From an optimization exercise on the open Yosys and OpenROAD flow, aimed at small area, a short achievable clock period and few clock cycles per item; shortcuts taken in it are not production practice.
Only simulation tests tie the RTL to the original design; equivalence was not proved.

## geofence
module geofence (clk, reset, X, Y, valid, is_inside);
input clk;
input reset;
input [9:0] X;
input [9:0] Y;
output valid;
output is_inside;
reg  [3:0] cnt;       
reg  [9:0] px, py;
reg  [9:0] dmx, dmy, rmx, rmy, lmx, lmy;    
reg        dsx, dsy, rsx, rsy, lsx, lsy;    
reg        in_flag;
wire [10:0] ex = {1'b0, X} - {1'b0, px};
wire [10:0] ey = {1'b0, Y} - {1'b0, py};
wire [9:0]  fx = px - X;
wire [9:0]  fy = py - Y;
wire        nx = ex[10], ny = ey[10];
wire        zx = (X == px), zy = (Y == py);
always @(posedge clk) begin
    dmx <= nx ? fx : ex[9:0];
    dmy <= ny ? fy : ey[9:0];
    dsx <= nx | (zx & ny);
    dsy <= ny | (zy & ~nx);
end
wire tie = ~dsy;
wire pa, ql;
cross_pos u_a (.usx(rsx), .umx(rmx), .usy(rsy), .umy(rmy),
               .wsx(dsx), .wmx(dmx), .wsy(dsy), .wmy(dmy), .tie(tie), .pos(pa));
cross_pos u_b (.usx(lsx), .umx(lmx), .usy(lsy), .umy(lmy),
               .wsx(dsx), .wmx(dmx), .wsy(dsy), .wmy(dmy), .tie(tie), .pos(ql));
wire pb = ~ql;        
always @(posedge clk or posedge reset) begin
    if (reset)            cnt <= 4'd0;
    else if (cnt[3])      cnt <= 4'd0;
    else                  cnt <= cnt + 4'd1;
end
wire first = (cnt == 4'd2);
always @(posedge clk) begin
    if (cnt == 4'd0) begin
        px <= X;
        py <= Y;
    end
    if (first || (!pa && pb)) begin
        rmx <= dmx; rsx <= dsx; rmy <= dmy; rsy <= dsy;
    end
    if (first || (pa && !pb)) begin
        lmx <= dmx; lsx <= dsx; lmy <= dmy; lsy <= dsy;
    end
  ...
==> flow/config.mk <==
export PLATFORM = sky130hd
export DESIGN_NAME = geofence
export DESIGN_NICKNAME = geofence
export VERILOG_FILES = /design/flow/design.v
export SDC_FILE = /design/flow/constraint.sdc
export NUM_CORES = 4
export LEC_CHECK = 0
export ABC_CLOCK_PERIOD_IN_PS = 4000
export CAP_MARGIN = 20
export CORE_MARGIN = 2
export CORE_UTILIZATION = 40
export SLEW_MARGIN = 20
export SYNTH_HIERARCHICAL = 1
==> flow/constraint.sdc <==
create_clock -name core_clock -period 12.0 [get_ports {clk}]
set_input_delay 2.4000 -clock core_clock [delete_from_list [all_inputs] [get_ports {clk}]]
set_output_delay 2.4000 -clock core_clock [all_outputs]
set_load 0.01 [all_outputs]
standard.sh (not shown) runs the stock make flow with config.mk's settings and CLKGATE_MAP_FILE= SYNTH_SCRIPT=/design/flow/synth_recipe.tcl, a recipe that flattens the netlist after the stock synthesis.
==> flow/flow/run.sh <==
#!/bin/bash
set -euo pipefail
bash standard.sh SETUP_SLACK_MARGIN=7 finish > standard.log 2>&1
The first run produced a clean layout.
Testbench counts at the start, summed over its fixed seeds: cycles 10,800, objects 1,200.
Then changed:
==> flow/flow/run.sh (replaced) <==
#!/bin/bash
set -euo pipefail
bash standard.sh SETUP_SLACK_MARGIN=6 finish > standard.log 2>&1
- PLACE_DENSITY: unset -> 0.75
Effect: Clock skew hardly moves. Worst setup slack degrades by 0.24 ns. Cell area falls by 5.6%.
Then changed:
- GPL_ROUTABILITY_DRIVEN: unset -> 0
- PLACE_DENSITY: 0.75 -> unset
After rerunning:
- register-to-register slack loses 0.02 ns
- area after synthesis stays the same
- routed wire length increases by about 1.6%
- clock skew increases by 0.0037 ns
- final area barely changes
- fmax decreases by 0.31%
- global-route usage increases by 0.56 points
- final cell count barely changes
- worst setup slack loses 0.018 ns
Then changed:
- CTS_BUF_LIST: unset -> sky130_fd_sc_hd__clkbuf_4 sky130_fd_sc_hd__clkbuf_8
- GPL_ROUTABILITY_DRIVEN: 0 -> unset
Routed wire length barely changes.
Design area went down slightly.
Count of clock-buffer cells in the layout stays the same.
Then changed:
==> flow/run.sh (new file) <==
#!/bin/bash
# synth_recipe.tcl (not shown) runs the flow's synth.tcl, then flattens the netlist and writes it again
# the make line also repeats each setting of config.mk as NAME=value (left out here)
make -C /OpenROAD-flow-scripts/flow DESIGN_CONFIG=/design/flow/config.mk WORK_HOME=/design/flow/orfs CLKGATE_MAP_FILE= SYNTH_SCRIPT=/design/flow/synth_recipe.tcl finish
- CTS_BUF_LIST: sky130_fd_sc_hd__clkbuf_4 sky130_fd_sc_hd__clkbuf_8 -> unset
- SETUP_SLACK_MARGIN: unset -> 5
removed: flow/flow/run.sh
removed: flow/standard.sh
Worst setup slack gets worse by 0.66 ns; routed wire length is about the same; critical path depth stays the same; register-to-register slack gets worse by 0.66 ns.

========
Another version of the RTL of geofence (not shown whole).
For scale: roughly 1300 cells after synthesis, about 91 flip-flops, ~24 I/O pins, roughly 14000 um2 of cells after synthesis.
==> flow/config.mk <==
export PLATFORM = sky130hd
export DESIGN_NAME = geofence
export DESIGN_NICKNAME = geofence
export VERILOG_FILES = /design/flow/design.v
export SDC_FILE = /design/flow/constraint.sdc
export NUM_CORES = 4
export LEC_CHECK = 0
export ABC_CLOCK_PERIOD_IN_PS = 4000
export CAP_MARGIN = 20
export CORE_MARGIN = 2
export CORE_UTILIZATION = 40
export SLEW_MARGIN = 20
export SYNTH_HIERARCHICAL = 1
==> flow/constraint.sdc <==
create_clock -name core_clock -period 12.0 [get_ports {clk}]
set_input_delay 2.4000 -clock core_clock [delete_from_list [all_inputs] [get_ports {clk}]]
set_output_delay 2.4000 -clock core_clock [all_outputs]
set_load 0.01 [all_outputs]
==> flow/flow/run.sh <==
#!/bin/bash
set -euo pipefail
bash standard.sh SETUP_SLACK_MARGIN=6 finish > standard.log 2>&1
The baseline completed without violations.
Testbench counts at the start, summed over its fixed seeds: cycles 10,800, objects 1,200.
==> next run, changes <==
==> flow/flow/run.sh (replaced) <==
#!/bin/bash
set -euo pipefail
bash standard.sh SETUP_SLACK_MARGIN=6.25 finish > standard.log 2>&1
Outcome: The new run finished clean. Non-clock buffer count grows by 32. Count of clock-buffer cells in the layout is unchanged. Sequential share of layout area went down by 0.29 points. Design area rose by 2.6%. Setup slack is better by 0.25 ns. Via count hardly moves. Routed wire length goes down by 1.2%. Register-to-register slack improved by 0.25 ns. Core utilization increases by 1.1 points.

re-timing with driven ports:
In the flow no input, the clock included, has a driving cell. The finished layouts below were timed again as built, in two steps.
Step 1 (the two cells are an assumption about what drives the block):
set clk [get_ports {clk}]
set_driving_cell -lib_cell sky130_fd_sc_hd__clkbuf_16 $clk
set_driving_cell -lib_cell sky130_fd_sc_hd__buf_2 [delete_from_list [all_inputs] $clk]
Step 2 adds t to the input delays and takes it off the output delays; t is the mean of the earliest and latest rising clock arrival at the registers after step 1. Input paths then give back, and output paths get back, about the clock's delay inside the block.
Three values: ideal ports, drivers, drivers and shift; two values: the first two.
run	t (ns)	slack for setup (ns)	clock arrival spread, ns
the first run of note 1	0.373	6.491 / 6.491 / 6.491	0.012 / 0.012
the second run of note 1	0.384	6.252 / 6.252 / 6.252	0.016 / 0.016
the third run of note 1	0.387	6.234 / 6.234 / 6.234	0.017 / 0.017
the fourth run of note 1	0.405	6.212 / 6.212 / 6.212	0.025 / 0.025
the fifth run of note 1	0.394	5.554 / 5.554 / 5.554	0.020 / 0.019
the first run of note 2	0.377	6.166 / 6.166 / 6.166	0.008 / 0.008
the second run of note 2	0.360	6.417 / 6.417 / 6.417	0.008 / 0.008
After both steps every run listed still meets setup and hold.
